Source: an optimization exercise on an open RTL-to-GDS flow (aim: small area, a short achievable clock period and few clock cycles per item). Production flows keep margins and buffers that such runs may drop.
Only simulation tests tie the RTL to the original design; equivalence was not proved.

==> module tea_interface, before the edit <==
module tea_interface(
    input [63:0] in,
    input mode,
    input reset,
    input write,
    input clk,
    output [63:0] out,
    output out_ready
);
    localparam [31:0] DELTA   = 32'h9E3779B9;
    localparam [31:0] NDELTA  = 32'h61C88647;  
    localparam [31:0] SUM_DEC = 32'hC6EF3720;  
    function [31:0] bs(input [31:0] x);
        bs = {x[7:0], x[15:8], x[23:16], x[31:24]};
    endfunction
    wire [31:0] in_y = bs(in[63:32]);
    wire [31:0] in_z = bs(in[31:0]);
    reg [63:0] kp, kq;
    reg        qhi;       
    reg        wk;        
    reg [31:0] a, b, s;
    reg        m;         
    reg        ph;        
    reg        pre, post;  
    reg        busy, rdy;
    always @(posedge clk) begin
        kq <= kp;
        kp <= (reset | wk) ? {in_y, in_z} : kq;
        qhi <= wk ? 1'b1 : ~qhi;
    end
    wire        swp = pre | post;
    wire [31:0] t1, t2, t3;
    padd #(32) u1 (b << 4, kq[63:32], 1'b0, t1, );
    padd #(32) u2 (b, s, 1'b0, t2, );
    padd #(32) u3 (b >> 5, kq[31:0], 1'b0, t3, );
    wire [31:0] f   = t1 ^ t2 ^ t3;
    wire [31:0] fe  = f & {32{~swp}};
    wire [31:0] mm  = {32{m}};
    wire [31:0] nbr;
    padd #(32) u4 (mm ^ a, fe, 1'b0, nbr, );
    wire [31:0] nb  = mm ^ nbr;
    wire go   = busy & (swp | (qhi == (m ~^ ph)));
    wire fin  = ph & (s == (m ? DELTA : SUM_DEC));
    always @(posedge clk) begin
        if (reset) begin
            wk   <= 1'b1;
            busy <= 1'b0;
            rdy  <= 1'b0;
        end else begin
            wk <= 1'b0;
            if (write) begin
                busy <= 1'b1;
                rdy  <= 1'b0;
            end else if (go & (post | (~m & ~swp & fin))) begin
                busy <= 1'b0;
                rdy  <= 1'b1;
            end
        end
    end
    always @(posedge clk) begin
        if (write) begin
            a    <= in_y;
            b    <= in_z;
            s    <= mode ? SUM_DEC : DELTA;
            m    <= mode;
            ph   <= 1'b0;
            pre  <= mode;
            post <= 1'b0;
        end else if (go) begin
            a <= b;
            b <= nb;
            if (swp) begin
                pre  <= 1'b0;
                post <= 1'b0;
            end else begin
                ph <= ~ph;
                if (ph) s <= s + (m ? NDELTA : DELTA);
                if (m & fin) post <= 1'b1;
            end
        end
    end
    assign out = {bs(a), bs(b)};
    assign out_ready = rdy;
endmodule
clock: 12.0 ns
lec_check: 0
abc_area: 1
cap_margin: 20
core_margin: 2
core_utilization: 40
cts_cluster_diameter: 60
cts_cluster_size: 20
slew_margin: 20
standard.sh (not shown) runs the stock make flow with config.mk's settings and CLKGATE_MAP_FILE= SYNTH_SCRIPT=/design/flow/synth_recipe.tcl, a recipe that flattens the netlist after the stock synthesis.
==> flow/flow/run.sh <==
#!/bin/bash
# The standard layout, with two changes:
# - timing repair treats paths with less than MARGIN ns of slack as failing,
#   so it speeds up the design below the clock period;
# - the buffer on each input and output port is the smallest buffer.
set -euo pipefail
MARGIN=7.5
bash standard.sh SETUP_SLACK_MARGIN=$MARGIN \
  "BUFFER_PORTS_ARGS=-buffer_cell sky130_fd_sc_hd__buf_1" \
  finish > standard_finish.log 2>&1
Testbench counts at the start, summed over its fixed seeds: cycles 68,736, items 1,024.
Edit:
--- a/flow/design.v
+++ b/flow/design.v
@@ -58,9 +58,11 @@
         end
     end
+    wire        sup = go & ~swp & ph;
+    always @(posedge clk)
+        s <= write ? (mode ? SUM_DEC : DELTA) : s + ((m ? NDELTA : DELTA) & {32{sup}});
     always @(posedge clk) begin
         if (write) begin
             a    <= in_y;
             b    <= in_z;
-            s    <= mode ? SUM_DEC : DELTA;
             m    <= mode;
             ph   <= 1'b0;
@@ -75,5 +77,4 @@
             end else begin
                 ph <= ~ph;
-                if (ph) s <= s + (m ? NDELTA : DELTA);
                 if (m & fin) post <= 1'b1;
             end
The new run finished with timing, DRC and antenna clean.
Die area goes down by 1.1%.
Worst setup slack is better by 0.10 ns.
First-iteration DRC count drops by 18%.
Via count came out lower by 0.43%.
Wire length climbs by 0.70%.
Testbench counts after the change, summed over its fixed seeds: cycles 68,736, items 1,024.

[re-timing with driven ports]
No port has a modelled driver above. Below, the same layouts with a new extraction and two added sets of constraints. Step 1 assumes that a clkbuf_16 drives the clock port and a buf_2 every other input. Step 2 times the ports against the registers' clock, not the clock port: input delays grow and output delays shrink by t, the midpoint of the rising clock arrivals with the driver on. Three values: no drivers, after step 1, after step 2; two values: the first two.
run	t, ns	setup WS [ns]	clock arrival spread, ns	slew at the worst register clock pin (ns)	pins driven straight from the clock port
the first run	0.617	7.509 / 7.533 / 6.925	0.015 / 0.014	0.08 / 0.08	1
the second run	0.619	7.609 / 7.609 / 7.173	0.039 / 0.039	0.08 / 0.08	1
After both steps every run listed still meets setup and hold. The setup slack of the first run, which loses most, moves by +0.024 ns with the drivers and by -0.584 ns with both steps.
